This is an optimization exercise on Yosys and OpenROAD, whose aim is small area and a short achievable clock period, not a production implementation. Where RTL was checked, it was by simulation tests only, not by an equivalence proof against the original. No functional check of the RTL was part of runs 1 to 3. Power and IR drop assume default switching activity.

## flow/design.v

```verilog
module Division(
	input         clock,
	input         start,
	input  [31:0] a,
	input  [31:0] b,
	output reg [31:0] q,
	output reg [31:0] r
);
  reg [31:0] bq;
  reg [5:0]  cnt;
  wire        run = ~cnt[5];
  wire [31:0] x   = {r[30:0], q[31]};
  wire [31:0] t;       
  wire ng0, ng1, ng2, ng3, ng4, ng5, ng6, ng7, ng8, ng9, ng10, ng11, ng12, ng13, ng14, ng15, ng16, ng17, ng18, ng19, ng20, ng21, ng22, ng23, ng24, ng25, ng26, ng27, ng28, ng29, ng30, ng31;
  wire np1, np2, np3, np4, np5, np6, np7, np8, np9, np10, np11, np12, np13, np14, np15, np16, np17, np18, np19, np20, np21, np22, np23, np24, np25, np26, np27, np28, np29, np30, np31;
  wire G1_1, G1_3, P1_3, G1_5, P1_5, G1_7, P1_7, G1_9, P1_9, G1_11, P1_11, G1_13;
  wire P1_13, G1_15, P1_15, G1_17, P1_17, G1_19, P1_19, G1_21, P1_21, G1_23, P1_23, G1_25;
  wire P1_25, G1_27, P1_27, G1_29, P1_29, G1_31, P1_31, G2_3, G2_7, P2_7, G2_11, P2_11;
  wire G2_15, P2_15, G2_19, P2_19, G2_23, P2_23, G2_27, P2_27, G2_31, P2_31, G2_3_n, G3_5;
  wire G3_7, G2_11_n, P2_11_n, G3_13, P3_13, G3_15, P3_15, G2_19_n, P2_19_n, G3_21, P3_21, G3_23;
  wire P3_23, G2_27_n, P2_27_n, G3_29, P3_29, G3_31, P3_31, G4_9, G3_7_n, G4_11, G4_13, G4_15;
  wire G4_25, P4_25, G3_23_n, P3_23_n, G4_27, P4_27, G4_29, P4_29, G4_31, P4_31, G4_15_n, G5_17;
  wire G5_19, G5_21, G5_23, G5_25, G5_27, G5_29, G5_31, G1_1_n, G6_2, G6_4, G6_6, G6_8;
  wire G6_10, G4_11_n, G6_12, G4_13_n, G6_14, G6_16, G6_18, G5_19_n, G6_20, G5_21_n, G6_22, G6_24;
  wire G5_25_n, G6_26, G6_28, G6_30;
  div_pg0 pg0 (.x(x[0]), .b(bq[0]), .ng(ng0), .t(t[0]));
  div_pg  pg1 (.x(x[1]), .b(bq[1]), .ng(ng1), .np(np1), .t(t[1]));
  div_pg  pg2 (.x(x[2]), .b(bq[2]), .ng(ng2), .np(np2), .t(t[2]));
  div_pg  pg3 (.x(x[3]), .b(bq[3]), .ng(ng3), .np(np3), .t(t[3]));
  div_pg  pg4 (.x(x[4]), .b(bq[4]), .ng(ng4), .np(np4), .t(t[4]));
  div_pg  pg5 (.x(x[5]), .b(bq[5]), .ng(ng5), .np(np5), .t(t[5]));
  div_pg  pg6 (.x(x[6]), .b(bq[6]), .ng(ng6), .np(np6), .t(t[6]));
  div_pg  pg7 (.x(x[7]), .b(bq[7]), .ng(ng7), .np(np7), .t(t[7]));
  div_pg  pg8 (.x(x[8]), .b(bq[8]), .ng(ng8), .np(np8), .t(t[8]));
  div_pg  pg9 (.x(x[9]), .b(bq[9]), .ng(ng9), .np(np9), .t(t[9]));
  div_pg  pg10 (.x(x[10]), .b(bq[10]), .ng(ng10), .np(np10), .t(t[10]));
  div_pg  pg11 (.x(x[11]), .b(bq[11]), .ng(ng11), .np(np11), .t(t[11]));
  div_pg  pg12 (.x(x[12]), .b(bq[12]), .ng(ng12), .np(np12), .t(t[12]));
  div_pg  pg13 (.x(x[13]), .b(bq[13]), .ng(ng13), .np(np13), .t(t[13]));
  div_pg  pg14 (.x(x[14]), .b(bq[14]), .ng(ng14), .np(np14), .t(t[14]));
  div_pg  pg15 (.x(x[15]), .b(bq[15]), .ng(ng15), .np(np15), .t(t[15]));
  div_pg  pg16 (.x(x[16]), .b(bq[16]), .ng(ng16), .np(np16), .t(t[16]));
  div_pg  pg17 (.x(x[17]), .b(bq[17]), .ng(ng17), .np(np17), .t(t[17]));
  div_pg  pg18 (.x(x[18]), .b(bq[18]), .ng(ng18), .np(np18), .t(t[18]));
  div_pg  pg19 (.x(x[19]), .b(bq[19]), .ng(ng19), .np(np19), .t(t[19]));
  div_pg  pg20 (.x(x[20]), .b(bq[20]), .ng(ng20), .np(np20), .t(t[20]));
  div_pg  pg21 (.x(x[21]), .b(bq[21]), .ng(ng21), .np(np21), .t(t[21]));
  div_pg  pg22 (.x(x[22]), .b(bq[22]), .ng(ng22), .np(np22), .t(t[22]));
  div_pg  pg23 (.x(x[23]), .b(bq[23]), .ng(ng23), .np(np23), .t(t[23]));
  div_pg  pg24 (.x(x[24]), .b(bq[24]), .ng(ng24), .np(np24), .t(t[24]));
  div_pg  pg25 (.x(x[25]), .b(bq[25]), .ng(ng25), .np(np25), .t(t[25]));
  div_pg  pg26 (.x(x[26]), .b(bq[26]), .ng(ng26), .np(np26), .t(t[26]));
  div_pg  pg27 (.x(x[27]), .b(bq[27]), .ng(ng27), .np(np27), .t(t[27]));
  div_pg  pg28 (.x(x[28]), .b(bq[28]), .ng(ng28), .np(np28), .t(t[28]));
  div_pg  pg29 (.x(x[29]), .b(bq[29]), .ng(ng29), .np(np29), .t(t[29]));
  div_pg  pg30 (.x(x[30]), .b(bq[30]), .ng(ng30), .np(np30), .t(t[30]));
  div_pg  pg31 (.x(x[31]), .b(bq[31]), .ng(ng31), .np(np31), .t(t[31]));
  div_ni n1_1 (.gh(ng1), .ph(np1), .gl(ng0), .go(G1_1));
  div_nip n1_3 (.gh(ng3), .ph(np3), .gl(ng2), .pl(np2), .go(G1_3), .po(P1_3));
  div_nip n1_5 (.gh(ng5), .ph(np5), .gl(ng4), .pl(np4), .go(G1_5), .po(P1_5));
  div_nip n1_7 (.gh(ng7), .ph(np7), .gl(ng6), .pl(np6), .go(G1_7), .po(P1_7));
  div_nip n1_9 (.gh(ng9), .ph(np9), .gl(ng8), .pl(np8), .go(G1_9), .po(P1_9));
  div_nip n1_11 (.gh(ng11), .ph(np11), .gl(ng10), .pl(np10), .go(G1_11), .po(P1_11));
  div_nip n1_13 (.gh(ng13), .ph(np13), .gl(ng12), .pl(np12), .go(G1_13), .po(P1_13));
  div_nip n1_15 (.gh(ng15), .ph(np15), .gl(ng14), .pl(np14), .go(G1_15), .po(P1_15));
  div_nip n1_17 (.gh(ng17), .ph(np17), .gl(ng16), .pl(np16), .go(G1_17), .po(P1_17));
  div_nip n1_19 (.gh(ng19), .ph(np19), .gl(ng18), .pl(np18), .go(G1_19), .po(P1_19));
  div_nip n1_21 (.gh(ng21), .ph(np21), .gl(ng20), .pl(np20), .go(G1_21), .po(P1_21));
  div_nip n1_23 (.gh(ng23), .ph(np23), .gl(ng22), .pl(np22), .go(G1_23), .po(P1_23));
  div_nip n1_25 (.gh(ng25), .ph(np25), .gl(ng24), .pl(np24), .go(G1_25), .po(P1_25));
  div_nip n1_27 (.gh(ng27), .ph(np27), .gl(ng26), .pl(np26), .go(G1_27), .po(P1_27));
  div_nip n1_29 (.gh(ng29), .ph(np29), .gl(ng28), .pl(np28), .go(G1_29), .po(P1_29));
  div_nip n1_31 (.gh(ng31), .ph(np31), .gl(ng30), .pl(np30), .go(G1_31), .po(P1_31));
  div_nt n2_3 (.gh(G1_3), .ph(P1_3), .gl(G1_1), .go(G2_3));
  div_ntp n2_7 (.gh(G1_7), .ph(P1_7), .gl(G1_5), .pl(P1_5), .go(G2_7), .po(P2_7));
  div_ntp n2_11 (.gh(G1_11), .ph(P1_11), .gl(G1_9), .pl(P1_9), .go(G2_11), .po(P2_11));
  div_ntp n2_15 (.gh(G1_15), .ph(P1_15), .gl(G1_13), .pl(P1_13), .go(G2_15), .po(P2_15));
  div_ntp n2_19 (.gh(G1_19), .ph(P1_19), .gl(G1_17), .pl(P1_17), .go(G2_19), .po(P2_19));
  div_ntp n2_23 (.gh(G1_23), .ph(P1_23), .gl(G1_21), .pl(P1_21), .go(G2_23), .po(P2_23));
  div_ntp n2_27 (.gh(G1_27), .ph(P1_27), .gl(G1_25), .pl(P1_25), .go(G2_27), .po(P2_27));
  div_ntp n2_31 (.gh(G1_31), .ph(P1_31), .gl(G1_29), .pl(P1_29), .go(G2_31), .po(P2_31));
  assign G2_3_n = ~G2_3;
  div_nt n3_5 (.gh(G1_5), .ph(P1_5), .gl(G2_3_n), .go(G3_5));
  div_ni n3_7 (.gh(G2_7), .ph(P2_7), .gl(G2_3), .go(G3_7));
  assign G2_11_n = ~G2_11;
  assign P2_11_n = ~P2_11;
  div_ntp n3_13 (.gh(G1_13), .ph(P1_13), .gl(G2_11_n), .pl(P2_11_n), .go(G3_13), .po(P3_13));
  div_nip n3_15 (.gh(G2_15), .ph(P2_15), .gl(G2_11), .pl(P2_11), .go(G3_15), .po(P3_15));
  assign G2_19_n = ~G2_19;
  assign P2_19_n = ~P2_19;
  div_ntp n3_21 (.gh(G1_21), .ph(P1_21), .gl(G2_19_n), .pl(P2_19_n), .go(G3_21), .po(P3_21));
  div_nip n3_23 (.gh(G2_23), .ph(P2_23), .gl(G2_19), .pl(P2_19), .go(G3_23), .po(P3_23));
  assign G2_27_n = ~G2_27;
  assign P2_27_n = ~P2_27;
  div_ntp n3_29 (.gh(G1_29), .ph(P1_29), .gl(G2_27_n), .pl(P2_27_n), .go(G3_29), .po(P3_29));
  div_nip n3_31 (.gh(G2_31), .ph(P2_31), .gl(G2_27), .pl(P2_27), .go(G3_31), .po(P3_31));
  div_nt n4_9 (.gh(G1_9), .ph(P1_9), .gl(G3_7), .go(G4_9));
  assign G3_7_n = ~G3_7;
  div_ni n4_11 (.gh(G2_11), .ph(P2_11), .gl(G3_7_n), .go(G4_11));
  div_ni n4_13 (.gh(G3_13), .ph(P3_13), .gl(G3_7_n), .go(G4_13));
  div_nt n4_15 (.gh(G3_15), .ph(P3_15), .gl(G3_7), .go(G4_15));
  div_ntp n4_25 (.gh(G1_25), .ph(P1_25), .gl(G3_23), .pl(P3_23), .go(G4_25), .po(P4_25));
  assign G3_23_n = ~G3_23;
  assign P3_23_n = ~P3_23;
  div_nip n4_27 (.gh(G2_27), .ph(P2_27), .gl(G3_23_n), .pl(P3_23_n), .go(G4_27), .po(P4_27));
  div_nip n4_29 (.gh(G3_29), .ph(P3_29), .gl(G3_23_n), .pl(P3_23_n), .go(G4_29), .po(P4_29));
  div_ntp n4_31 (.gh(G3_31), .ph(P3_31), .gl(G3_23), .pl(P3_23), .go(G4_31), .po(P4_31));
  assign G4_15_n = ~G4_15;
  div_nt n5_17 (.gh(G1_17), .ph(P1_17), .gl(G4_15_n), .go(G5_17));
  div_ni n5_19 (.gh(G2_19), .ph(P2_19), .gl(G4_15), .go(G5_19));
  div_ni n5_21 (.gh(G3_21), .ph(P3_21), .gl(G4_15), .go(G5_21));
  div_nt n5_23 (.gh(G3_23), .ph(P3_23), .gl(G4_15_n), .go(G5_23));
  div_ni n5_25 (.gh(G4_25), .ph(P4_25), .gl(G4_15), .go(G5_25));
  div_nt n5_27 (.gh(G4_27), .ph(P4_27), .gl(G4_15_n), .go(G5_27));
  div_nt n5_29 (.gh(G4_29), .ph(P4_29), .gl(G4_15_n), .go(G5_29));
  div_ni n5_31 (.gh(G4_31), .ph(P4_31), .gl(G4_15), .go(G5_31));
  assign G1_1_n = ~G1_1;
  div_ni n6_2 (.gh(ng2), .ph(np2), .gl(G1_1_n), .go(G6_2));
  div_ni n6_4 (.gh(ng4), .ph(np4), .gl(G2_3), .go(G6_4));
  div_ni n6_6 (.gh(ng6), .ph(np6), .gl(G3_5), .go(G6_6));
  div_ni n6_8 (.gh(ng8), .ph(np8), .gl(G3_7_n), .go(G6_8));
  div_ni n6_10 (.gh(ng10), .ph(np10), .gl(G4_9), .go(G6_10));
  assign G4_11_n = ~G4_11;
  div_ni n6_12 (.gh(ng12), .ph(np12), .gl(G4_11_n), .go(G6_12));
  assign G4_13_n = ~G4_13;
  div_ni n6_14 (.gh(ng14), .ph(np14), .gl(G4_13_n), .go(G6_14));
  div_ni n6_16 (.gh(ng16), .ph(np16), .gl(G4_15), .go(G6_16));
  div_ni n6_18 (.gh(ng18), .ph(np18), .gl(G5_17), .go(G6_18));
  assign G5_19_n = ~G5_19;
  div_ni n6_20 (.gh(ng20), .ph(np20), .gl(G5_19_n), .go(G6_20));
  assign G5_21_n = ~G5_21;
  div_ni n6_22 (.gh(ng22), .ph(np22), .gl(G5_21_n), .go(G6_22));
  div_ni n6_24 (.gh(ng24), .ph(np24), .gl(G5_23), .go(G6_24));
  assign G5_25_n = ~G5_25;
  div_ni n6_26 (.gh(ng26), .ph(np26), .gl(G5_25_n), .go(G6_26));
  div_ni n6_28 (.gh(ng28), .ph(np28), .gl(G5_27), .go(G6_28));
  div_ni n6_30 (.gh(ng30), .ph(np30), .gl(G5_29), .go(G6_30));
  wire [31:0] c;
  assign c[0] = ~ng0;
  assign c[1] = G1_1;
  assign c[2] = G6_2;
  assign c[3] = ~G2_3;
  assign c[4] = G6_4;
  assign c[5] = ~G3_5;
  assign c[6] = G6_6;
  assign c[7] = G3_7;
  assign c[8] = G6_8;
  assign c[9] = ~G4_9;
  assign c[10] = G6_10;
  assign c[11] = G4_11;
  assign c[12] = G6_12;
  assign c[13] = G4_13;
  assign c[14] = G6_14;
  assign c[15] = ~G4_15;
  assign c[16] = G6_16;
  assign c[17] = ~G5_17;
  assign c[18] = G6_18;
  assign c[19] = G5_19;
  assign c[20] = G6_20;
  assign c[21] = G5_21;
  assign c[22] = G6_22;
  assign c[23] = ~G5_23;
  assign c[24] = G6_24;
  assign c[25] = G5_25;
  assign c[26] = G6_26;
  assign c[27] = ~G5_27;
  assign c[28] = G6_28;
  assign c[29] = ~G5_29;
  assign c[30] = G6_30;
  assign c[31] = G5_31;
  wire        ge = r[31] | c[31];
  wire [31:0] nd;      
  assign nd[0] = t[0];
  div_xor dx1 (.a(t[1]), .b(ng0), .y(nd[1]));
  div_xorn dx2 (.a(t[2]), .b(G1_1), .y(nd[2]));
  div_xorn dx3 (.a(t[3]), .b(G6_2), .y(nd[3]));
  div_xor dx4 (.a(t[4]), .b(G2_3), .y(nd[4]));
  div_xorn dx5 (.a(t[5]), .b(G6_4), .y(nd[5]));
  div_xor dx6 (.a(t[6]), .b(G3_5), .y(nd[6]));
  div_xorn dx7 (.a(t[7]), .b(G6_6), .y(nd[7]));
  div_xorn dx8 (.a(t[8]), .b(G3_7), .y(nd[8]));
  div_xorn dx9 (.a(t[9]), .b(G6_8), .y(nd[9]));
  div_xor dx10 (.a(t[10]), .b(G4_9), .y(nd[10]));
  div_xorn dx11 (.a(t[11]), .b(G6_10), .y(nd[11]));
  div_xorn dx12 (.a(t[12]), .b(G4_11), .y(nd[12]));
  div_xorn dx13 (.a(t[13]), .b(G6_12), .y(nd[13]));
  div_xorn dx14 (.a(t[14]), .b(G4_13), .y(nd[14]));
  div_xorn dx15 (.a(t[15]), .b(G6_14), .y(nd[15]));
  div_xor dx16 (.a(t[16]), .b(G4_15), .y(nd[16]));
  div_xorn dx17 (.a(t[17]), .b(G6_16), .y(nd[17]));
  div_xor dx18 (.a(t[18]), .b(G5_17), .y(nd[18]));
  div_xorn dx19 (.a(t[19]), .b(G6_18), .y(nd[19]));
  div_xorn dx20 (.a(t[20]), .b(G5_19), .y(nd[20]));
  div_xorn dx21 (.a(t[21]), .b(G6_20), .y(nd[21]));
  div_xorn dx22 (.a(t[22]), .b(G5_21), .y(nd[22]));
  div_xorn dx23 (.a(t[23]), .b(G6_22), .y(nd[23]));
  div_xor dx24 (.a(t[24]), .b(G5_23), .y(nd[24]));
  div_xorn dx25 (.a(t[25]), .b(G6_24), .y(nd[25]));
  div_xorn dx26 (.a(t[26]), .b(G5_25), .y(nd[26]));
  div_xorn dx27 (.a(t[27]), .b(G6_26), .y(nd[27]));
  div_xor dx28 (.a(t[28]), .b(G5_27), .y(nd[28]));
  div_xorn dx29 (.a(t[29]), .b(G6_28), .y(nd[29]));
  div_xor dx30 (.a(t[30]), .b(G5_29), .y(nd[30]));
  div_xorn dx31 (.a(t[31]), .b(G6_30), .y(nd[31]));
  wire en   = run & ~start;
  wire hold = ~run & ~start;
  wire ngs;             
  div_gsel ugs (.r31(r[31]), .g(G5_31), .en(en), .ngs(ngs));
  wire [31:0] rn, qn, ny;
  wire [31:0] qs = {q[30:0], ge};
  genvar i;
  generate
    for (i = 0; i < 32; i = i + 1) begin : sel
      div_sel2n uy (.s0(en), .d0(x[i]), .s1(hold), .d1(r[i]), .y(ny[i]));
      div_mux2i ur (.s(ngs), .a1n(ny[i]), .a0n(nd[i]), .y(rn[i]));
      div_sel3  uq (.s0(start), .d0(a[i]), .s1(en), .d1(qs[i]), .s2(hold), .d2(q[i]), .y(qn[i]));
    end
  endgenerate
  always @(posedge clock) begin
    bq  <= b;
    r   <= rn;
    q   <= qn;
    cnt <= start ? 6'd0 : cnt + {5'd0, run};
  end
endmodule
module div_pg(input x, input b, output ng, output np, output t);
  assign ng = ~(x & ~b);
  assign np = ~(x | ~b);
  assign t  = ~(x ^ b);
endmodule
module div_pg0(input x, input b, output ng, output t);
  assign ng = ~(x | ~b);
  assign t  = ~(x ^ b);
endmodule
module div_xor(input a, input b, output y);
  assign y = a ^ b;
endmodule
module div_xorn(input a, input b, output y);
  assign y = ~(a ^ b);
endmodule
module div_gsel(input r31, input g, input en, output ngs);
  assign ngs = ~(en & (r31 | g));
endmodule
module div_gseln(input r31, input g, input en, output ngs);
  assign ngs = ~(en & (r31 | ~g));
endmodule
module div_sel2n(input s0, input d0, input s1, input d1, output y);
  assign y = ~((s0 & d0) | (s1 & d1));
endmodule
module div_mux2i(input s, input a1n, input a0n, output y);
  assign y = ~(s ? a1n : a0n);
endmodule
module div_sel3(input s0, input d0, input s1, input d1, input s2, input d2, output y);
  assign y = (s0 & d0) | (s1 & d1) | (s2 & d2);
endmodule
module div_nt(input gh, input ph, input gl, output go);
  assign go = ~(gh | (ph & gl));
endmodule
module div_ntp(input gh, input ph, input gl, input pl, output go, output po);
  assign go = ~(gh | (ph & gl));
  assign po = ~(ph & pl);
endmodule
module div_ni(input gh, input ph, input gl, output go);
  assign go = ~gh | (~ph & ~gl);
endmodule
module div_nip(input gh, input ph, input gl, input pl, output go, output po);
  assign go = ~gh | (~ph & ~gl);
  assign po = ~ph & ~pl;
endmodule
```

## flow/flow/run.sh

```bash
#!/bin/bash
# Standard ORFS layout (the standard.sh) with these changes:
#  - the port buffers are the smallest buffer (buf_1) instead of the one buffer_ports picks;
#  - the full-adder extraction step in synthesis is skipped, so ABC maps the adder logic itself;
#  - ABC sizes cells for a 1 fF load instead of 5 fF (smaller cells; the placer's repair sizes up).
# Each tool's output goes to the logs under orfs/logs; make's output goes to standard.log.
export BUFFER_PORTS_ARGS="-buffer_cell sky130_fd_sc_hd__buf_1"
export ADDER_MAP_FILE=
bash standard.sh ABC_LOAD_IN_FF=1 finish > standard.log 2>&1
```

## flow/standard.sh

```bash
#!/bin/bash
# synth_recipe.tcl (not shown) runs the flow's synth.tcl, then flattens the netlist and writes it again
# the make line also repeats each setting of config.mk as NAME=value (left out here)
make -C /OpenROAD-flow-scripts/flow DESIGN_CONFIG=/design/flow/config.mk WORK_HOME=/design/flow/orfs CLKGATE_MAP_FILE= SYNTH_SCRIPT=/design/flow/synth_recipe.tcl "${@:-finish}"
```

## flow/config.mk

```make
export PLATFORM = sky130hd
export DESIGN_NAME = Division
export DESIGN_NICKNAME = Division
export VERILOG_FILES = /design/flow/design.v
export SDC_FILE = /design/flow/constraint.sdc
export NUM_CORES = 4
export LEC_CHECK = 0
export CAP_MARGIN = 20
export CORE_MARGIN = 2
export CORE_UTILIZATION = 40
export CTS_BUF_LIST = sky130_fd_sc_hd__clkbuf_8
export PLACE_DENSITY = 0.6
export SETUP_SLACK_MARGIN = 3.7
export SLEW_MARGIN = 20
export SYNTH_HIERARCHICAL = 1
export SYNTH_MINIMUM_KEEP_SIZE = 0
```

## flow/constraint.sdc

```tcl
create_clock -name core_clock -period 6.0 [get_ports {clock}]
set_input_delay 1.2000 -clock core_clock [delete_from_list [all_inputs] [get_ports {clock}]]
set_output_delay 1.2000 -clock core_clock [all_outputs]
set_load 0.01 [all_outputs]
```

==> run summary, run 1 <==
Layout:
- The final standard cell count with taps included and fillers excluded is 786.
- The number of antenna diodes in the final layout is 0.
- The synthesis-to-layout area growth is 22.67%.
- The fraction of final layout cells with drive strength greater than 1 is 7.309%.
- Summing all non-filler instances in the final layout gives an area of 5687 sq um.
- After the last flow step, the layout net total stands at 704.

Synthesis:
- The cell area after synthesis is 4636 sq um.
- The synthesized design spends more area on one cell type than any other, namely sky130_fd_sc_hd__dfxtp_1.
- Counting every net in the synthesized netlist gives 555.
- Of the synthesized area, sequential elements account for 44.05%.
- The most used flip-flop cell after synthesis is sky130_fd_sc_hd__dfxtp_1.
- The number of synthesis warnings is 7.
- Counting instances in the post-synthesis netlist gives the leading cell types as sky130_fd_sc_hd__dfxtp_1 (102), sky130_fd_sc_hd__xnor2_1 (56), sky130_fd_sc_hd__inv_1 (50).
- The most frequent cell after synthesis is sky130_fd_sc_hd__dfxtp_1.
- After synthesis, the netlist uses 21 different library cells.
- In this run, synthesis inferred 0 flip-flops with an integrated enable.
- The area share of the largest cell type after synthesis is 44.05%.
- The share of synthesized registers carrying an async set or reset is 0%.
- Ranked by total cell area, the synthesized netlist is headed by sky130_fd_sc_hd__dfxtp_1 (44%), sky130_fd_sc_hd__xnor2_1 (11%), sky130_fd_sc_hd__a222oi_1 (6.9%), sky130_fd_sc_hd__mux2i_1 (6.9%), sky130_fd_sc_hd__a22oi_1 (5.2%).
- The average instance in the mapped netlist occupies 9.480 sq um.
- After synthesis the netlist holds a flip-flop and latch count of 102.
- After technology mapping, the gate count stands at 489.

CTS:
- The clock drives 102 sinks.
- TritonCTS built the clock tree.
- The clock slew seen by the registers of the worst setup and hold paths is 90 ps.
- The total clock buffers created by CTS is 9.
- The tree is rooted in a sky130_fd_sc_hd__clkbuf_8.
- The H-tree was split into 3 levels.
- The maximum root-to-sink buffer count is 2.
- For the worst-skew pair, the clock arrives at the later sink with an insertion delay of 370 ps.
- The number of hold buffers added after cts is 0.

Worst setup path:
- The setup slack of the most critical reg-to-reg path is 3850 ps.
- Counting both buffers and inverters, the worst setup path holds a total of 1.
- The critical path goes through buf_1.
- Along the worst path, the maximum fanout reaches 4.
- The category of cells accounting for the largest share of critical-path delay is flip-flops.
- The stage delay of the slowest cell on the critical path is 450 ps.
- The classification of the worst setup path is reg -> out.
- STA puts the critical path data required time at 4800 ps.
- The library cell contributing the largest single delay on the critical path is sky130_fd_sc_hd__dfxtp_1.
- The endpoint kind of the worst setup timing path is an output port.
- The worst path arrival time is 1050 ps.
- The kind of start point of the critical path is a flop.

Route:
- The via count is 4,034.
- Wires add up to 10,630 um.
- The detailed-routing iteration count for the pre-antenna-repair pass is 8.
- The residual antenna-violating net count after detailed routing is 0.
- The residual DRC count is 0.
- The final routed wire length divided by cell count is 13.53 um.
- The post-detailed-route via-to-cell ratio is 5.132.
- The iteration-0 DRC count of the detailed router is 369.

Floorplan:
- The width of the chip is 111.7 um.
- The die is 111.7 um tall.
- The number of top-level design ports is 130.
- The cell row count is 39.
- The core region is 11,370 sq um.
- The effective utilization at floorplan is 40.77%.
- The die area is 12,470 sq um.

Global routing:
- The total routing usage reported by global routing is 17.35%.
- The initial antenna violation count is 0.
- The first global-routing pass estimated 17,760 um of wire.
- Entering global routing, the biggest net connects 65 pins.
- The number of global-route vias before repair is 3,790.
- Global routing finished with a remaining overflow of 0.

STA:
- After layout, the worst setup slack is 3755 ps.
- The slew at the pin closest to its max-slew limit is 651.9 ps.
- Headroom to the max-slew limit came out at 56.34%.
- The number of failing hold endpoints at the final stage came to 0.
- The total of endpoints with negative setup slack in the final report is 0.
- Counting I/O delays and the setup requirement, the final critical path takes 2245 ps.
- The final sum of negative setup slack is 0 ps.
- The worst path uses 37.42% of the clock period.
- The clock arrives with 5.368 ps of skew.
- Timing would allow up to 0.4454 GHz.
- The number of max-slew violations in the final report was 0.
- The worst slack on hold paths is 493.8 ps.
- Setup repair after global routing could not meet its margin everywhere.

Place:
- The cell area after placement is 5349 sq um.
- The minimum setup slack after placement is 2608 ps.
- The routability-driven placement congestion ratio is 0.8063.
- In this run the tool buffered the top-level ports with 129 buffer cells.
- The total placed cells including tap cells is 764.
- The detailed placer's ending HPWL is 7430 um.

Outcome:
- The flow ran to the end and the layout has no timing, DRC or antenna violations.

Power:
- For this design the total switching power over the nets is 324.0 uW.
- The share of total power dissipated in sequential elements is 55.1%.
- The power density over cell area is 236.2 nW/um^2.
- The worst ir drop on vdd is 118.7 uV.
- The logic gate share of total power is 10.0%.
- The internal power of the cells totals 1019 uW.
- The static leakage power is 0.002335 uW.
- The clock network burns 34.8% of the power.
- In this run switching power makes up 24.13% of total power.

Hold path:
- The tightest min-delay check is of the reg -> reg type.

Flow run:
- The tool flagged a number of max-cap violations equal to 0.
area by class of cell:
| class | instances | area (sq um) |
|---|---|---|
| multi-input cells | 338 | 2484 |
| well taps | 143 | 178.9 |
| inverters | 50 | 187.7 |
| clock buffers | 10 | 137.6 |
| clock inverters | 6 | 77.57 |
| flip-flops and latches | 102 | 2053 |
| fillers | 1122 | 5683 |
| repair buffers | 137 | 568.0 |
per-module statistics from Yosys (local to each module, per instance):
module | area, sq um | cells inside
Division | 2248 | 139
div_pg | 21.27 | 3
div_pg0 | 15.01 | 2
div_sel3 | 13.76 | 2
div_mux2i | 10.01 | 1
div_nip | 8.758 | 2
div_ntp | 8.758 | 2
div_xor | 8.758 | 1
div_xorn | 8.758 | 1
div_sel2n | 7.507 | 1
div_gsel | 5.005 | 1
div_ni | 5.005 | 1
div_nt | 5.005 | 1
registers in the layout (all words and copies together) (netlist names):
signal and flops:
r 32, q 32, bq 32, cnt 6
power by group through the flow:
stage	registers (uW)	clock network, uW	logic [uW]
5_1_grt	746	521	151
4_1_cts	740	490	134
3_5_place_dp	755	0	131
3_3_place_gp	754	0	129
6_report	740	468	135
2_1_floorplan	760	0	75.2
what timing repair did:
action | 4_1_cts | 5_1_grt
cloned | 1 | 0
pin swaps | 3 | 2
endpoints found under the hold margin | 0 | 0
gates resized for setup | 8 | 18
endpoints found under the setup margin | 65 | 37
buffers inserted | 4 | 1
cell families (layout without fill, tap and decap cells):
kind of cell | after synthesis | in the layout | synth area share (%)
muxes | 33 | 33 | 7.153
AOI/OAI and AO/OA | 129 | 129 | 19.16
DFF | 102 | 102 | 44.05
and+or+nand+nor | 109 | 110 | 13.12
xor gates and xnor gates | 66 | 66 | 12.47
buffers and inverters | 50 | 203 | 4.049
per-stage QoR:
step	total power [uW]	utilization, %
final	1343	50.02
after global routing	1418	50.02
after CTS	1364	49.57
after detailed placement	886.8	47.05
after global placement	883.1	47.05
after floorplan	835.1	-
layout by cell type, fill, tap and decap left out, types with 2 or more instances in the layout:
cell	count
sky130_fd_sc_hd__dfxtp_1	93
sky130_fd_sc_hd__mux2i_1	32
sky130_fd_sc_hd__a222oi_1	32
sky130_fd_sc_hd__a21oi_2	3
sky130_fd_sc_hd__nor2b_1	33
sky130_fd_sc_hd__bufinv_16	2
sky130_fd_sc_hd__dfxtp_2	9
sky130_fd_sc_hd__o21ai_4	2
sky130_fd_sc_hd__nor2_2	2
sky130_fd_sc_hd__buf_6	2
sky130_fd_sc_hd__clkbuf_8	10
sky130_fd_sc_hd__clkinv_2	2
sky130_fd_sc_hd__xnor2_1	56
sky130_fd_sc_hd__nand2_1	12
sky130_fd_sc_hd__inv_1	52
sky130_fd_sc_hd__nor2b_2	2
sky130_fd_sc_hd__nor2_1	23
sky130_fd_sc_hd__a21oi_1	16
sky130_fd_sc_hd__buf_1	128
sky130_fd_sc_hd__o21ai_1	41
sky130_fd_sc_hd__xor2_1	10
sky130_fd_sc_hd__nand2b_1	31
sky130_fd_sc_hd__a22oi_1	32
sky130_fd_sc_hd__buf_4	5
routing by layer:
metal,vias up,wire length (um),track usage (%)
li1,2036,-,-
met1,1853,4860,22.34
met2,128,4873,27.47
met3,17,647,3.919
met4,0,251,8.560
met5,-,0,0
final timing paths:
kind,startpoint,end,depth (start not counted)
setup / recovery,r[31],r[31],1
hold / removal,q[9],q[10],2
setup reg to reg,bq[0],q[0],9
hold reg to reg,q[9],q[10],2
==> run 2: changes to the inputs <==
--- a/flow/config.mk
+++ b/flow/config.mk
@@ -10,7 +10,7 @@
 export CORE_UTILIZATION = 40
 export CTS_BUF_LIST = sky130_fd_sc_hd__clkbuf_8
 export PLACE_DENSITY = 0.6
-export SETUP_SLACK_MARGIN = 3.7
+export SETUP_SLACK_MARGIN = 3.8
 export SLEW_MARGIN = 20
 export SYNTH_HIERARCHICAL = 1
 export SYNTH_MINIMUM_KEEP_SIZE = 0
==> run summary, run 2 <==
Place:
- Before CTS, the worst setup slack after placement is 2628 ps.
- At the end of routability-driven placement, the weighted congestion stood at 0.8477.
- The total of buffers placed on input and output ports is 129.
- The detailed placer's ending HPWL is 7801 um.
- In this run, placement finished with an instance count of 765.

Worst setup path:
- In this design, the stage delay of the slowest critical-path cell is 420 ps.
- The cell family contributing the most delay on the critical path is flip-flops.
- In this run the worst path has a maximum fanout of 6.
- At the worst endpoint, the arrival time is 980 ps.
- The worst register-to-register path has a depth of 12.
- The classification of the worst setup path is reg -> out.
- The worst setup path is captured at an output port.
- Traced cell by cell, the critical path runs through buf_1.
- The startpoint of the worst-slack reg-to-reg timing path is bq[10].
- The setup slack of the most critical reg-to-reg path is 3930 ps.
- The worst path buffer plus inverter count is 1.
- The slowest stage of the critical path belongs to the cell sky130_fd_sc_hd__dfxtp_2.
- The kind of start point of the critical path is a flop.
- The critical register-to-register path endpoint is r[21].
- Data on the critical path is required at its endpoint by 4800 ps.

Global routing:
- The pin count of the biggest net entering global routing is 44.
- The met2 usage in global routing is 30.67%.
- The global-route wire length before repair is 18,630 um.
- met2 is the most crowded layer.
- The number of global-route vias before repair is 3,948.
- The initial antenna violation count is 0.
- Global routing consumed, on the met3 layer, 5.335% of the routing resources.
- The residual overflow from global routing is 0.
- For met1 alone, demand over resource in global routing was 22.13%.
- In the global route stage, overall resource usage came out at 18.18%.

STA:
- The number of failing hold endpoints at the final stage came to 0.
- Timing would allow up to 0.4595 GHz.
- Setup slack on the critical path of the routed design comes to 3824 ps.
- The clock arrives with 15.13 ps of skew.
- Final hold analysis gives a worst-case slack of 502.0 ps.
- The clock period could shrink to 2176 ps.
- The number of max-slew violations in the final report was 0.
- Setup repair after global routing could not meet its margin everywhere.
- The total of endpoints with negative setup slack in the final report is 0.
- The fraction of the cycle the final worst path needs is 36.27%.
- For the pin with the worst max-slew slack, the measured transition is 824.1 ps.
- The worst-case headroom to the max-slew limit is 45.00%.
- The final sum of negative setup slack is 0 ps.

Power:
- In this run the power density over the cells is 219.0 nW/um^2.
- The worst ir drop on vdd is 159.9 uV.
- Net switching is 25.65% of the power.
- In this run, the clock network consumes 33.1% of the power.
- Internal power comes to 978.7 uW.
- For this design the total switching power over the nets is 337.6 uW.
- The logic gate share of total power is 10.8%.
- The design draws 1316 uW.
- The portion of total power attributed to sequential cells is 56.1%.
- Summed over all cells, the static leakage comes to 0.002467 uW.

Hold path:
- The hold path depth is 2.
- The launch point of the worst hold path is q[7].
- The worst-case hold path end point is q[8].
- The class of the most critical hold timing path is reg -> reg.

Layout:
- Excluding fillers, the count of instances in the completed layout stands at 798.
- From synthesis to final layout, the design area changed by 29.64%.
- In the layout the commonest cells are sky130_fd_sc_hd__buf_1 (122), sky130_fd_sc_hd__dfxtp_1 (59), sky130_fd_sc_hd__xnor2_1 (56), sky130_fd_sc_hd__inv_1 (49), sky130_fd_sc_hd__o21ai_1 (35).
- In the final layout, the registers with the most flip-flops are bq: 32 flops, q: 32 flops, r: 32 flops.
- The number of nets at the end of the flow is 717.
- Cells with a size suffix above 1 make up 19.69% of the layout.
- The most common cell after layout, fill and taps aside is sky130_fd_sc_hd__buf_1.
- The number of antenna diodes in the final layout is 0.

Route:
- The final routed wire length divided by cell count is 14.43 um.
- The via count is 4,190.
- In this run, the number of DRC markers left after iteration 0 of detailed routing was 377.
- The wire length after detailed routing is 11,520 um.
- The residual antenna-violating net count after detailed routing is 0.
- After detailed routing, the number of vias per cell comes to 5.251.
- The detailed-routing iteration count for the pre-antenna-repair pass is 6.
- After detailed routing, the number of remaining DRC violations is 0.

Synthesis:
- The number of flip-flops and latches in the synthesized netlist is 102.
- Ranked by total cell area, the synthesized netlist is headed by sky130_fd_sc_hd__dfxtp_1 (44%), sky130_fd_sc_hd__xnor2_1 (11%), sky130_fd_sc_hd__a222oi_1 (6.9%), sky130_fd_sc_hd__mux2i_1 (6.9%), sky130_fd_sc_hd__a22oi_1 (5.2%).
- When the netlist entered floorplanning its net count stood at 555.
- The number of distinct library cells after synthesis is 21.
- The mapped netlist covers 4636 sq um.
- The area share of the largest cell type after synthesis is 44.05%.
- In this run, synthesis inferred 0 flip-flops with an integrated enable.
- In the synthesized netlist, the cells that appear most often are sky130_fd_sc_hd__dfxtp_1 (102), sky130_fd_sc_hd__xnor2_1 (56), sky130_fd_sc_hd__inv_1 (50).
- For this run, the number of Yosys warnings is 7.
- The sequential fraction of the synthesis area is 44.05%.
- The synthesized design spends more area on one cell type than any other, namely sky130_fd_sc_hd__dfxtp_1.
- The share of synthesized registers carrying an async set or reset is 0%.
- The post-synthesis cell count is 489.
- Dividing the synthesized area by the synthesized cell count gives 9.480 sq um.
- The most frequent cell after synthesis is sky130_fd_sc_hd__dfxtp_1.
- The most used flip-flop cell after synthesis is sky130_fd_sc_hd__dfxtp_1.

CTS:
- After clock tree synthesis, the flow added hold-fix buffers numbering 0.
- Clock-pin slew was measured on the worst setup and hold paths at 100 ps.
- The longest clock path from root to sink contains 2 buffers.
- The cell at the root of the clock tree is sky130_fd_sc_hd__clkbuf_8.
- TritonCTS built the clock tree.
- For this design, the sink count on the clock tree is 102.
- The total clock buffers created by CTS is 9.
- The clock latency of the later-clocked register in the worst-skew pair is 380 ps.
- The clock tree synthesis step divided the H-tree into 3 levels.

Flow run:
- The max-cap check violation count is 0.

Floorplan:
- The floorplan step defined a die boundary enclosing 12,470 sq um.
- The effective utilization at floorplan is 40.77%.
- The floorplan core area is 11,370 sq um.
- The die is 111.7 um wide.
- The die is 111.7 um tall.
- After floorplanning, the core was divided into 39 placement rows.
- In this run the count of I/O pins placed on the die edge is 130.

Outcome:
- The run finished with no timing, DRC or antenna violations.
==> run 2: cell counts after synthesis <==
No cell type changed its count.
==> run 2: worst max path at each step <==
| stage | slack (ps) | from | cells past startpoint | to |
|---|---|---|---|---|
| floorplan | 3170 | start | 3 | r[0] |
| global placement | 2750 | q[31] | 9 | r[23] |
| detailed placement | 2630 | bq[0] | 9 | r[20] |
| CTS | 3790 | start | 6 | r[20] |
| global route | 3730 | bq[7] | 11 | r[19] |
| finish | 3820 | r[12] | 1 | r[12] |
==> run 2: logic make-up (layout without fill, tap and decap cells) <==
family | Yosys count | count (layout) | share of synthesized area (%)
flops | 102 | 102 | 44.05
buf+inv | 50 | 213 | 4.049
xor+xnor | 66 | 66 | 12.47
simple gates | 109 | 112 | 13.12
compound gates | 129 | 129 | 19.16
mux | 33 | 33 | 7.153
==> run 2: power groups by stage <==
| stage | logic (uW) | registers [uW] | clock network [uW] |
|---|---|---|---|
| after floorplan | 74.8 | 760 | 0 |
| after global placement | 129 | 756 | 0 |
| after detailed placement | 132 | 757 | 0 |
| after CTS | 138 | 741 | 455 |
| after global routing | 158 | 742 | 483 |
| final | 143 | 738 | 436 |
==> run 2: modules after synthesis, one instance, submodules excluded, a selection <==
module,cell area (sq um),cells,flip-flops and latches,copies in the design
div_nt,5.005,1,0,8
div_xor,8.758,1,0,9
div_gsel,5.005,1,0,1
div_pg0,15.01,2,0,1
div_sel2n,7.507,1,0,32
div_ni,5.005,1,0,23
div_pg,21.27,3,0,31
div_ntp,8.758,2,0,12
Division,2248,139,102,1
div_xorn,8.758,1,0,22
==> run 2: cell type report <==
cell class,count,area [sq um]
well taps,143,178.9
flip-flops and latches,102,2131
fillers,1060,5360
clock buffers,10,137.6
clock inverters,5,60.06
inverters,50,191.4
repair buffers,148,706.9
multi-input cells,340,2604
==> run 2: metal layers <==
| layer | vias up | share of wire, % |
|---|---|---|
| met4 | 0 | 1.6 |
| met2 | 104 | 51 |
| met3 | 14 | 5.7 |
| met1 | 1999 | 42 |
| li1 | 2073 | - |
| met5 | - | 0 |
==> run 2: metrics by stage <==
stage               instance area, sq um  utilization (%)
finish                              6010            52.86
global route                        6010            52.86
CTS                                 5789            50.92
detailed placement                  5355            47.10
global placement                    5355            47.10
floorplan                           4662                -
==> run 2: repair_timing <==
item	CTS	global route
setup endpoints to repair	98	77
hold endpoints to repair	0	0
setup buffers	8	6
pin swaps	4	8
resized for setup	50	64
cloned	4	0
==> run 3: changes to the inputs <==
--- a/flow/config.mk
+++ b/flow/config.mk
@@ -10,7 +10,7 @@
 export CORE_UTILIZATION = 40
 export CTS_BUF_LIST = sky130_fd_sc_hd__clkbuf_8
 export PLACE_DENSITY = 0.6
-export SETUP_SLACK_MARGIN = 3.8
+export SETUP_SLACK_MARGIN = 3.5
 export SLEW_MARGIN = 20
 export SYNTH_HIERARCHICAL = 1
 export SYNTH_MINIMUM_KEEP_SIZE = 0
==> run summary, run 3 <==
Outcome:
- The run finished with no timing, DRC or antenna violations.

Synthesis:
- Ranked by instance count, the synthesized netlist is headed by sky130_fd_sc_hd__dfxtp_1 (102), sky130_fd_sc_hd__xnor2_1 (56), sky130_fd_sc_hd__inv_1 (50).
- After synthesis, the cell types taking the most area are sky130_fd_sc_hd__dfxtp_1 (44%), sky130_fd_sc_hd__xnor2_1 (11%), sky130_fd_sc_hd__a222oi_1 (6.9%), sky130_fd_sc_hd__mux2i_1 (6.9%), sky130_fd_sc_hd__a22oi_1 (5.2%).
- The number of synthesized flops with an enable pin is 0.
- The number of distinct library cells after synthesis is 21.
- The sequential fraction of the synthesis area is 44.05%.
- For this run, the number of Yosys warnings is 7.
- In the post-synthesis netlist, the cell with the most instances is sky130_fd_sc_hd__dfxtp_1.
- Synthesis produced a netlist with a net count of 555.
- Among all flip-flop cells after synthesis, the most frequent one is sky130_fd_sc_hd__dfxtp_1.
- Synthesis handed over a netlist of 489 instances.
- The share of synthesized registers carrying an async set or reset is 0%.
- The number of flip-flops and latches in the synthesized netlist is 102.
- The largest area contributor in the netlist is sky130_fd_sc_hd__dfxtp_1.
- The average cell area after synthesis is 9.480 sq um.
- The synthesized design devotes to its leading area cell type 44.05% of total area.
- The cell area after synthesis is 4636 sq um.

Worst setup path:
- The length in cells of the worst reg-to-reg path is 9.
- The maximum fanout along the worst path is 64.
- The worst setup path is captured at a flop.
- The worst path arrival time is 2600 ps.
- STA classifies the critical path startpoint as a primary input.
- The startpoint of the worst-slack reg-to-reg timing path is q[31].
- Setup slack on the worst reg-to-reg path comes out at 3690 ps.
- The critical register-to-register path endpoint is q[0].
- For the worst setup path, the data required time is 6260 ps.
- The critical path in this run is classified as in -> reg.

Route:
- Once detail routing completed, the nets flagged for antenna violations numbered 0.
- After detailed routing, the number of remaining DRC violations is 0.
- Detailed routing inserted a total of 4,065 vias.
- Summed over all layers, the routed wires come to 10,540 um.
- Before antenna repair, the detailed router went through 5 iterations.
- The post-detailed-route via-to-cell ratio is 5.172.
- Dividing the detail-routed wire length by the instance count gives 13.40 um.
- In this run, the number of DRC markers left after iteration 0 of detailed routing was 388.

STA:
- The worst-case headroom to the max-slew limit is 49.53%.
- Derived from the worst setup path, the maximum achievable clock frequency is 0.4278 GHz.
- Setup repair after global routing left no endpoint under its margin.
- The post-route worst setup slack is 3662 ps.
- The number of failing hold endpoints at the final stage is 0.
- Setup violations remaining at the end of the flow were counted as 0.
- The time the final worst path needs with I/O delays and setup is 2338 ps.
- The fraction of the cycle the final worst path needs is 38.96%.
- The slew at the pin closest to its max-slew limit is 757.0 ps.
- The worst clock skew on the final layout is 5.812 ps.
- The number of max-slew violations in the final report is 0.
- The final sum of negative setup slack is 0 ps.

Place:
- The total of buffers placed on input and output ports is 129.
- The congestion estimate from routability-driven global placement came to 0.8063.
- At the placement stage, the worst setup path has a slack of 2608 ps.
- The detailed placer's ending HPWL is 7430 um.
- The total placed cells including tap cells is 764.

Floorplan:
- The number of top-level design ports is 130.
- The initialized floorplan defines 39 standard-cell rows.
- The die covers 12,470 sq um.
- The width of the chip is 111.7 um.
- The initial utilization of the core area, before any placement, comes to 40.77%.
- The floorplan core area is 11,370 sq um.
- From bottom edge to top edge, the die measures 111.7 um.

Layout:
- The library cells used most frequently in the layout, excluding fill and tap cells, are sky130_fd_sc_hd__buf_1 (128), sky130_fd_sc_hd__dfxtp_1 (102), sky130_fd_sc_hd__xnor2_1 (56), sky130_fd_sc_hd__inv_1 (52), sky130_fd_sc_hd__o21ai_1 (42).
- In the final design database the tool counted 704 nets.
- The largest registers in the layout are bq: 32 flops, q: 32 flops, r: 32 flops.
- Relative to the synthesized area, the layout overhead comes to 21.67%.
- The count of cells in the finished layout, fillers not included, comes to 786.
- The repair_antennas step left the layout with diodes totalling 0.
- The most common cell after layout, fill and taps aside is sky130_fd_sc_hd__buf_1.
- Cells with a size suffix above 1 make up 5.132% of the layout.

CTS:
- The TritonCTS sink count is 102.
- After clock tree synthesis, the clock-pin slew on the worst setup and hold paths is 90 ps.
- Buffers inserted during clock tree synthesis total 9.
- The TritonCTS clock tree is done.
- The maximum level of the CTS H-tree is 3.
- The clock latency of the later-clocked register in the worst-skew pair is 370 ps.
- The cell at the root of the clock tree is sky130_fd_sc_hd__clkbuf_8.
- No sink is reached through more buffers than the 2 on the longest clock path.
- The number of hold buffers added after cts is 0.

Hold path:
- The worst hold path terminates at q[10].
- The launch point of the worst hold path is q[9].
- The class of the most critical hold timing path is reg -> reg.
- Counting instances, the worst hold path has a depth of 2.

Global routing:
- The total routing usage reported by global routing is 17.27%.
- The number of global-route vias before repair came to 3,770.
- The global-route wire length before repair is 17,700 um.
- For this run the aggregate overflow at the end of global routing stands at 0.
- Entering global routing, the biggest net connects 65 pins.
- The initial antenna violation count is 0.

Power:
- The static leakage power is 0.002323 uW.
- The power density over cell area is 238.2 nW/um^2.
- The worst ir drop on vdd is 119.3 uV.

Flow run:
- The max-cap check violation count is 0.
[run 3: cell types whose count changed in the layout (fill, tap and decap cells not counted), moves of 8 or more]
cell,before,now
sky130_fd_sc_hd__nor2b_2,12,1
sky130_fd_sc_hd__nor2b_1,21,34
sky130_fd_sc_hd__a21oi_1,10,18
sky130_fd_sc_hd__dfxtp_1,59,102
sky130_fd_sc_hd__dfxtp_2,29,0
sky130_fd_sc_hd__dfxtp_4,14,0
[run 3: final cells by class]
class | instances | area [sq um]
inverters | 50 | 187.7
repair buffers | 137 | 556.8
fillers | 1127 | 5729
flip-flops and latches | 102 | 2042
multi-input cells | 338 | 2460
well taps | 143 | 178.9
clock inverters | 6 | 77.57
clock buffers | 10 | 137.6
[run 3: where the power goes]
part | switching (uW) | internal [uW] | total, uW
clock network | 228 | 242 | 471
registers | 28.9 | 711 | 740
logic | 68.1 | 65.1 | 133
[run 3: logic make-up after synthesis]
group	synth area share [%]
AO/OA/AOI/OAI	19.16
buffers and inverters	4.049
flip-flops	44.05
XOR/XNOR	12.47
multiplexers	7.153
AND/OR/NAND/NOR	13.12
[run 3: metal layers]
layer  global-route usage (%)  routed length [um]  share of wire [%]  vias up
met2                    27.23                4752                 45      140
met3                    3.919                 688                6.5       18
met5                        0                   0                  0        -
met4                    8.477                 258                2.4        0
li1                         -                   -                  -     2036
met1                    22.34                4837                 46     1871
[run 3: timing repair]
| item | 4_1_cts | 5_1_grt |
|---|---|---|
| pin swaps | 1 | 2 |
| endpoints found under the setup margin | 36 | 57 |
| cloned | 1 | 0 |
| gates resized for setup | 4 | 4 |
| setup buffers | 2 | 3 |
[run 3: worst max-delay path, stage by stage]
cell                       delay (ps)
sky130_fd_sc_hd__buf_2            580
sky130_fd_sc_hd__nor2_4            90
sky130_fd_sc_hd__buf_6            290
sky130_fd_sc_hd__a222oi_1         350
sky130_fd_sc_hd__inv_1             70
[run 3: worst max-delay path by stage]
stage	startpoint	end	slack [ps]	cells past startpoint
5_1_grt	q[31]	q[0]	3500	9
6_report	start	q[24]	3660	5
3_5_place_dp	q[31]	r[28]	2610	9
3_3_place_gp	bq[0]	r[3]	2720	9
4_1_cts	start	r[28]	3540	5
2_1_floorplan	start	r[0]	3170	3
[run 3: Yosys stat by module, one instance, submodules excluded]
module	times used	flops+latches	area, sq um	cells
div_ntp	12	0	8.758	2
div_gsel	1	0	5.005	1
div_mux2i	32	0	10.01	1
div_xor	9	0	8.758	1
div_sel3	32	0	13.76	2
div_xorn	22	0	8.758	1
div_ni	23	0	5.005	1
div_pg	31	0	21.27	3
Division	1	102	2248	139
div_nt	8	0	5.005	1
div_pg0	1	0	15.01	2
div_nip	20	0	8.758	2
div_sel2n	32	0	7.507	1
[run 3: per-stage QoR]
stage,hold WS (ps),instance area (sq um),power (uW),util [%]
floorplan,509.3,4662,835.1,-
global route,536.9,5640,1416,49.61
CTS,499.5,5607,1362,49.31
global placement,469.2,5349,883.1,47.05
finish,491.8,5640,1344,49.61
detailed placement,477.0,5349,886.8,47.05
==> run 4: changes to the inputs <==
--- a/flow/design.v
+++ b/flow/design.v
@@ -24,37 +24,68 @@
   wire G6_10, G4_11_n, G6_12, G4_13_n, G6_14, G6_16, G6_18, G5_19_n, G6_20, G5_21_n, G6_22, G6_24;
   wire G5_25_n, G6_26, G6_28, G6_30;
   div_pg0 pg0 (.x(x[0]), .b(bq[0]), .ng(ng0), .t(t[0]));
-  div_pg  pg1 (.x(x[1]), .b(bq[1]), .ng(ng1), .np(np1), .t(t[1]));
-  div_pg  pg2 (.x(x[2]), .b(bq[2]), .ng(ng2), .np(np2), .t(t[2]));
-  div_pg  pg3 (.x(x[3]), .b(bq[3]), .ng(ng3), .np(np3), .t(t[3]));
-  div_pg  pg4 (.x(x[4]), .b(bq[4]), .ng(ng4), .np(np4), .t(t[4]));
-  div_pg  pg5 (.x(x[5]), .b(bq[5]), .ng(ng5), .np(np5), .t(t[5]));
-  div_pg  pg6 (.x(x[6]), .b(bq[6]), .ng(ng6), .np(np6), .t(t[6]));
-  div_pg  pg7 (.x(x[7]), .b(bq[7]), .ng(ng7), .np(np7), .t(t[7]));
-  div_pg  pg8 (.x(x[8]), .b(bq[8]), .ng(ng8), .np(np8), .t(t[8]));
-  div_pg  pg9 (.x(x[9]), .b(bq[9]), .ng(ng9), .np(np9), .t(t[9]));
-  div_pg  pg10 (.x(x[10]), .b(bq[10]), .ng(ng10), .np(np10), .t(t[10]));
-  div_pg  pg11 (.x(x[11]), .b(bq[11]), .ng(ng11), .np(np11), .t(t[11]));
-  div_pg  pg12 (.x(x[12]), .b(bq[12]), .ng(ng12), .np(np12), .t(t[12]));
-  div_pg  pg13 (.x(x[13]), .b(bq[13]), .ng(ng13), .np(np13), .t(t[13]));
-  div_pg  pg14 (.x(x[14]), .b(bq[14]), .ng(ng14), .np(np14), .t(t[14]));
-  div_pg  pg15 (.x(x[15]), .b(bq[15]), .ng(ng15), .np(np15), .t(t[15]));
-  div_pg  pg16 (.x(x[16]), .b(bq[16]), .ng(ng16), .np(np16), .t(t[16]));
-  div_pg  pg17 (.x(x[17]), .b(bq[17]), .ng(ng17), .np(np17), .t(t[17]));
-  div_pg  pg18 (.x(x[18]), .b(bq[18]), .ng(ng18), .np(np18), .t(t[18]));
-  div_pg  pg19 (.x(x[19]), .b(bq[19]), .ng(ng19), .np(np19), .t(t[19]));
-  div_pg  pg20 (.x(x[20]), .b(bq[20]), .ng(ng20), .np(np20), .t(t[20]));
-  div_pg  pg21 (.x(x[21]), .b(bq[21]), .ng(ng21), .np(np21), .t(t[21]));
-  div_pg  pg22 (.x(x[22]), .b(bq[22]), .ng(ng22), .np(np22), .t(t[22]));
-  div_pg  pg23 (.x(x[23]), .b(bq[23]), .ng(ng23), .np(np23), .t(t[23]));
-  div_pg  pg24 (.x(x[24]), .b(bq[24]), .ng(ng24), .np(np24), .t(t[24]));
-  div_pg  pg25 (.x(x[25]), .b(bq[25]), .ng(ng25), .np(np25), .t(t[25]));
-  div_pg  pg26 (.x(x[26]), .b(bq[26]), .ng(ng26), .np(np26), .t(t[26]));
-  div_pg  pg27 (.x(x[27]), .b(bq[27]), .ng(ng27), .np(np27), .t(t[27]));
-  div_pg  pg28 (.x(x[28]), .b(bq[28]), .ng(ng28), .np(np28), .t(t[28]));
-  div_pg  pg29 (.x(x[29]), .b(bq[29]), .ng(ng29), .np(np29), .t(t[29]));
-  div_pg  pg30 (.x(x[30]), .b(bq[30]), .ng(ng30), .np(np30), .t(t[30]));
-  div_pg  pg31 (.x(x[31]), .b(bq[31]), .ng(ng31), .np(np31), .t(t[31]));
+  div_pg  pg1 (.x(x[1]), .b(bq[1]), .ng(ng1), .np(np1));
+  div_t   tt1 (.ng(ng1), .np(np1), .t(t[1]));
+  div_pg  pg2 (.x(x[2]), .b(bq[2]), .ng(ng2), .np(np2));
+  div_t   tt2 (.ng(ng2), .np(np2), .t(t[2]));
+  div_pg  pg3 (.x(x[3]), .b(bq[3]), .ng(ng3), .np(np3));
+  div_t   tt3 (.ng(ng3), .np(np3), .t(t[3]));
+  div_pg  pg4 (.x(x[4]), .b(bq[4]), .ng(ng4), .np(np4));
+  div_t   tt4 (.ng(ng4), .np(np4), .t(t[4]));
+  div_pg  pg5 (.x(x[5]), .b(bq[5]), .ng(ng5), .np(np5));
+  div_t   tt5 (.ng(ng5), .np(np5), .t(t[5]));
+  div_pg  pg6 (.x(x[6]), .b(bq[6]), .ng(ng6), .np(np6));
+  div_t   tt6 (.ng(ng6), .np(np6), .t(t[6]));
+  div_pg  pg7 (.x(x[7]), .b(bq[7]), .ng(ng7), .np(np7));
+  div_t   tt7 (.ng(ng7), .np(np7), .t(t[7]));
+  div_pg  pg8 (.x(x[8]), .b(bq[8]), .ng(ng8), .np(np8));
+  div_t   tt8 (.ng(ng8), .np(np8), .t(t[8]));
+  div_pg  pg9 (.x(x[9]), .b(bq[9]), .ng(ng9), .np(np9));
+  div_t   tt9 (.ng(ng9), .np(np9), .t(t[9]));
+  div_pg  pg10 (.x(x[10]), .b(bq[10]), .ng(ng10), .np(np10));
+  div_t   tt10 (.ng(ng10), .np(np10), .t(t[10]));
+  div_pg  pg11 (.x(x[11]), .b(bq[11]), .ng(ng11), .np(np11));
+  div_t   tt11 (.ng(ng11), .np(np11), .t(t[11]));
+  div_pg  pg12 (.x(x[12]), .b(bq[12]), .ng(ng12), .np(np12));
+  div_t   tt12 (.ng(ng12), .np(np12), .t(t[12]));
+  div_pg  pg13 (.x(x[13]), .b(bq[13]), .ng(ng13), .np(np13));
+  div_t   tt13 (.ng(ng13), .np(np13), .t(t[13]));
+  div_pg  pg14 (.x(x[14]), .b(bq[14]), .ng(ng14), .np(np14));
+  div_t   tt14 (.ng(ng14), .np(np14), .t(t[14]));
+  div_pg  pg15 (.x(x[15]), .b(bq[15]), .ng(ng15), .np(np15));
+  div_t   tt15 (.ng(ng15), .np(np15), .t(t[15]));
+  div_pg  pg16 (.x(x[16]), .b(bq[16]), .ng(ng16), .np(np16));
+  div_t   tt16 (.ng(ng16), .np(np16), .t(t[16]));
+  div_pg  pg17 (.x(x[17]), .b(bq[17]), .ng(ng17), .np(np17));
+  div_t   tt17 (.ng(ng17), .np(np17), .t(t[17]));
+  div_pg  pg18 (.x(x[18]), .b(bq[18]), .ng(ng18), .np(np18));
+  div_t   tt18 (.ng(ng18), .np(np18), .t(t[18]));
+  div_pg  pg19 (.x(x[19]), .b(bq[19]), .ng(ng19), .np(np19));
+  div_t   tt19 (.ng(ng19), .np(np19), .t(t[19]));
+  div_pg  pg20 (.x(x[20]), .b(bq[20]), .ng(ng20), .np(np20));
+  div_t   tt20 (.ng(ng20), .np(np20), .t(t[20]));
+  div_pg  pg21 (.x(x[21]), .b(bq[21]), .ng(ng21), .np(np21));
+  div_t   tt21 (.ng(ng21), .np(np21), .t(t[21]));
+  div_pg  pg22 (.x(x[22]), .b(bq[22]), .ng(ng22), .np(np22));
+  div_t   tt22 (.ng(ng22), .np(np22), .t(t[22]));
+  div_pg  pg23 (.x(x[23]), .b(bq[23]), .ng(ng23), .np(np23));
+  div_t   tt23 (.ng(ng23), .np(np23), .t(t[23]));
+  div_pg  pg24 (.x(x[24]), .b(bq[24]), .ng(ng24), .np(np24));
+  div_t   tt24 (.ng(ng24), .np(np24), .t(t[24]));
+  div_pg  pg25 (.x(x[25]), .b(bq[25]), .ng(ng25), .np(np25));
+  div_t   tt25 (.ng(ng25), .np(np25), .t(t[25]));
+  div_pg  pg26 (.x(x[26]), .b(bq[26]), .ng(ng26), .np(np26));
+  div_t   tt26 (.ng(ng26), .np(np26), .t(t[26]));
+  div_pg  pg27 (.x(x[27]), .b(bq[27]), .ng(ng27), .np(np27));
+  div_t   tt27 (.ng(ng27), .np(np27), .t(t[27]));
+  div_pg  pg28 (.x(x[28]), .b(bq[28]), .ng(ng28), .np(np28));
+  div_t   tt28 (.ng(ng28), .np(np28), .t(t[28]));
+  div_pg  pg29 (.x(x[29]), .b(bq[29]), .ng(ng29), .np(np29));
+  div_t   tt29 (.ng(ng29), .np(np29), .t(t[29]));
+  div_pg  pg30 (.x(x[30]), .b(bq[30]), .ng(ng30), .np(np30));
+  div_t   tt30 (.ng(ng30), .np(np30), .t(t[30]));
+  div_pg  pg31 (.x(x[31]), .b(bq[31]), .ng(ng31), .np(np31));
+  div_t   tt31 (.ng(ng31), .np(np31), .t(t[31]));
   div_ni n1_1 (.gh(ng1), .ph(np1), .gl(ng0), .go(G1_1));
   div_nip n1_3 (.gh(ng3), .ph(np3), .gl(ng2), .pl(np2), .go(G1_3), .po(P1_3));
   div_nip n1_5 (.gh(ng5), .ph(np5), .gl(ng4), .pl(np4), .go(G1_5), .po(P1_5));
@@ -223,10 +254,12 @@
     cnt <= start ? 6'd0 : cnt + {5'd0, run};
   end
 endmodule
-module div_pg(input x, input b, output ng, output np, output t);
+module div_pg(input x, input b, output ng, output np);
   assign ng = ~(x & ~b);
   assign np = ~(x | ~b);
-  assign t  = ~(x ^ b);
+endmodule
+module div_t(input ng, input np, output t);
+  assign t = ng & ~np;
 endmodule
 module div_pg0(input x, input b, output ng, output t);
   assign ng = ~(x | ~b);
--- a/flow/config.mk
+++ b/flow/config.mk
@@ -10,7 +10,7 @@
 export CORE_UTILIZATION = 40
 export CTS_BUF_LIST = sky130_fd_sc_hd__clkbuf_8
 export PLACE_DENSITY = 0.6
-export SETUP_SLACK_MARGIN = 3.5
+export SETUP_SLACK_MARGIN = 3.8
 export SLEW_MARGIN = 20
 export SYNTH_HIERARCHICAL = 1
 export SYNTH_MINIMUM_KEEP_SIZE = 0
==> run summary, run 4 <==
Outcome:
- The flow ran to the end and the layout has no timing, DRC or antenna violations.

Route:
- Using the TritonRoute via totals, the vias-per-cell ratio works out to 5.210.
- The wire length after detailed routing is 11,380 um.
- Detailed routing inserted a total of 4,147 vias.
- In the final routed layout, each cell accounts on average for 14.29 um.
- The iteration-0 DRC count of the detailed router is 403.
- Once detail routing completed, the nets flagged for antenna violations numbered 0.
- The first detailed-routing pass took 6 iterations.
- For this run, design rule violations remaining after detail routing come to 0.

Worst setup path:
- The kind of start point of the critical path is a flop.
- The category of cells accounting for the largest share of critical-path delay is flip-flops.
- The critical path in this run is classified as reg -> out.
- The worst path buffer plus inverter count is 1.
- The slowest stage of the critical path belongs to the cell sky130_fd_sc_hd__dfxtp_1.
- The worst register-to-register path ends at r[29].
- Data arrives at the worst endpoint at 950 ps.
- The signal on the critical path passes through buf_1.
- Counting cells, the worst reg-to-reg path comes to 11.
- The required time of the worst setup path is 4800 ps.
- The stage delay of the slowest cell on the critical path is 410 ps.
- The endpoint kind of the worst setup timing path is an output port.
- Tracing the worst setup path back leads to its startpoint at r[19].
- The worst register-to-register path begins at r[4].
- For flop-to-flop paths, the worst setup slack is 3910 ps.
- In this run the worst path has a maximum fanout of 5.

STA:
- Setup repair after global routing could not meet its margin everywhere.
- The number of failing hold endpoints at the final stage came to 0.
- Adding up every negative setup slack in the final design gives 0 ps.
- Setup violations remaining at the end of the flow were counted as 0.
- For the final database, setup skew stands at 6.444 ps.
- The slew at the pin closest to its max-slew limit is 625.6 ps.
- The number of max-slew violations in the final report was 0.
- In this run the tightest slew margin relative to its limit is 58.10%.
- The clock period could shrink to 2147 ps.
- Static timing analysis puts the maximum clock frequency at 0.4658 GHz.
- Of the available clock period, the critical path in the final layout requires 35.78%.
- The tightest hold path in the finished design has a slack of 501.3 ps.

Global routing:
- For this run the aggregate overflow at the end of global routing stands at 0.
- The first global-routing pass estimated 18,150 um of wire.
- The pin count of the biggest net entering global routing is 43.
- The initial antenna violation count is 0.
- In the global route stage, overall resource usage came out at 17.84%.
- The number of global-route vias before repair was 3,884.

Floorplan:
- The number of top-level design ports is 130.
- The initial utilization of the core area, before any placement, comes to 41.50%.
- In this run the core area contains 38 standard-cell rows.
- The width of the chip is 110.8 um.
- The floorplan step defined a die boundary enclosing 12,270 sq um.
- The floorplan core area is 10,980 sq um.
- The floorplan die height is 110.8 um.

CTS:
- Clock-pin slew was measured on the worst setup and hold paths at 100 ps.
- The cell at the root of the clock tree is sky130_fd_sc_hd__clkbuf_8.
- TritonCTS built the clock tree.
- The clock passes through at most 2 buffers.
- The total clock buffers created by CTS is 9.
- The TritonCTS sink count is 102.
- The H-tree generated during clock tree synthesis spans 3 levels.
- The clock latency of the later-clocked register in the worst-skew pair is 360 ps.

Flow run:
- Max-cap violations in this run came to 0.

Layout:
- The fraction of final layout cells with drive strength greater than 1 is 17.84%.
- The synthesis-to-layout area growth is 30.47%.
- The largest registers in the layout are bq: 32 flops, q: 32 flops, r: 32 flops.
- In the layout the commonest cells are sky130_fd_sc_hd__buf_1 (123), sky130_fd_sc_hd__dfxtp_1 (69), sky130_fd_sc_hd__nor2b_1 (50), sky130_fd_sc_hd__inv_1 (49), sky130_fd_sc_hd__o21ai_1 (37).
- At the end of the flow the core is filled with cells to 54.15%.
- The most common cell after layout, fill and taps aside is sky130_fd_sc_hd__buf_1.
- The net count of the finished layout is 717.
- The antenna cell count is 0.

Place:
- The routability-driven placement congestion ratio is 0.8958.
- Once detailed placement completed, the half-perimeter wirelength came to 7570 um.
- The total of buffers placed on input and output ports is 129.

Synthesis:
- The area share of the largest cell type after synthesis is 44.80%.
- The number of nets in the synthesized netlist is 555.
- The number of flip-flops and latches in the synthesized netlist is 102.
- The mapped netlist covers 4558 sq um.
- The most used flip-flop cell after synthesis is sky130_fd_sc_hd__dfxtp_1.
- The post-synthesis cell count is 489.
- In this run the mean area of a mapped cell was 9.321 sq um.
- The number of distinct library cells after synthesis is 21.
- In the post-synthesis netlist, the biggest area contributors are sky130_fd_sc_hd__dfxtp_1 (45%), sky130_fd_sc_hd__nor2b_1 (9.1%), sky130_fd_sc_hd__a222oi_1 (7.0%), sky130_fd_sc_hd__mux2i_1 (7.0%), sky130_fd_sc_hd__a22oi_1 (5.3%).
- Yosys printed 7 warnings.
- The most frequent cell after synthesis is sky130_fd_sc_hd__dfxtp_1.
- The commonest cells after synthesis are sky130_fd_sc_hd__dfxtp_1 (102), sky130_fd_sc_hd__nor2b_1 (66), sky130_fd_sc_hd__inv_1 (50).
- Yosys mapped a number of flops with a built-in enable equal to 0.
- The sequential fraction of the synthesis area is 44.80%.
- The largest area contributor in the netlist is sky130_fd_sc_hd__dfxtp_1.
- The share of synthesized registers carrying an async set or reset is 0%.

Hold path:
- In this run the worst hold path is classified as reg -> reg.
- The worst hold path begins at q[16].
- The path with the worst hold slack has its endpoint at q[17].
- The worst hold path was traced through 2 stages.

Power:
- For this design the static power due to leakage is 0.002522 uW.
- Across the VDD grid, the largest voltage drop is 130.8 uV.
- The power density over cell area is 242.3 nW/um^2.
## run 4: cell types whose count changed in the layout (fill, tap and decap cells not counted), moves of 11 or more
cell / change
sky130_fd_sc_hd__xnor2_1: -31
sky130_fd_sc_hd__nor2b_1: +16
sky130_fd_sc_hd__dfxtp_2: +32
sky130_fd_sc_hd__dfxtp_1: -33
sky130_fd_sc_hd__nor2b_2: +11
## run 4: area by class of cell
cell class                      instances  area, sq um
Fill cell                            1015         5036
Multi-Input combinational cell        339         2514
Sequential cell                       102         2086
Timing Repair Buffer                  149        713.2
Inverter                               50        191.4
Tap cell                              140        175.2
Clock inverter                          7        143.9
Clock buffer                            9        123.9
## run 4: cells by family (layout without fill, tap and decap cells)
logic type	count (synthesis)	in the layout	share of synthesized area (%)
mux	33	33	7.274
compound gates	129	129	19.49
flops	102	102	44.80
buf+inv	50	215	4.117
xor+xnor	35	35	6.725
simple gates	140	142	17.60
## run 4: worst max-delay path by stage
| stage | slack, ps | cells after the start | endpoint |
|---|---|---|---|
| 2_1_floorplan | 3170 | 3 | r[0] |
| 3_3_place_gp | 3030 | 6 | r[0] |
| 3_5_place_dp | 2890 | 9 | r[14] |
| 4_1_cts | 3800 | 1 | r[16] |
| 5_1_grt | 3750 | 11 | r[29] |
| 6_report | 3850 | 1 | r[19] |
## run 4: stage by stage
| stage | instance area, sq um | power [uW] | setup slack, ps | instances |
|---|---|---|---|---|
| 2_1_floorplan | 4584 | 828.1 | 3167 | 489 |
| 3_3_place_gp | 5274 | 878.7 | 3029 | 762 |
| 3_5_place_dp | 5274 | 881.1 | 2891 | 762 |
| 4_1_cts | 5723 | 1450 | 3801 | 788 |
| 5_1_grt | 5947 | 1509 | 3755 | 796 |
| 6_report | 5947 | 1441 | 3853 | 796 |
## run 4: what timing repair did
action,in CTS,in global routing
endpoints found under the setup margin,71,63
gates cloned,3,2
buffers inserted,7,6
resized for setup,23,65
hold buffers,0,0
pin swaps,3,9
## run 4: Yosys stat by module (local to each module, per instance), excerpt
| module | area [sq um] | flops+latches | times used | cells |
|---|---|---|---|---|
| div_xorn | 8.758 | 0 | 22 | 1 |
| div_nip | 8.758 | 0 | 20 | 2 |
| Division | 2248 | 102 | 1 | 139 |
| div_pg | 12.51 | 0 | 31 | 2 |
| div_xor | 8.758 | 0 | 9 | 1 |
| div_t | 6.256 | 0 | 31 | 1 |
## run 4: report_power, final
part	leakage [uW]	switching [uW]	internal, uW	total (uW)
Combinational	0.00153	74.6	66.3	141
Clock	0.000126	243	320	563
Sequential	0.000862	25.7	711	737
## run 4: per-layer routing
metal | up-vias | global-route usage [%] | wire length, um
li1 | 2055 | - | -
met1 | 1920 | 23.41 | 5172
met2 | 154 | 28.75 | 5295
met3 | 18 | 3.827 | 709
met4 | 0 | 6.833 | 199
met5 | - | 0 | 0

Re-timed with assumed drivers on the ports (clkbuf_16 on the clock, buf_2 on other inputs), run 4 has 3.822 ns of setup slack against 3.853 ns with ideal ports, and 3.478 ns once port delays also move by the mid clock arrival of 0.393 ns.
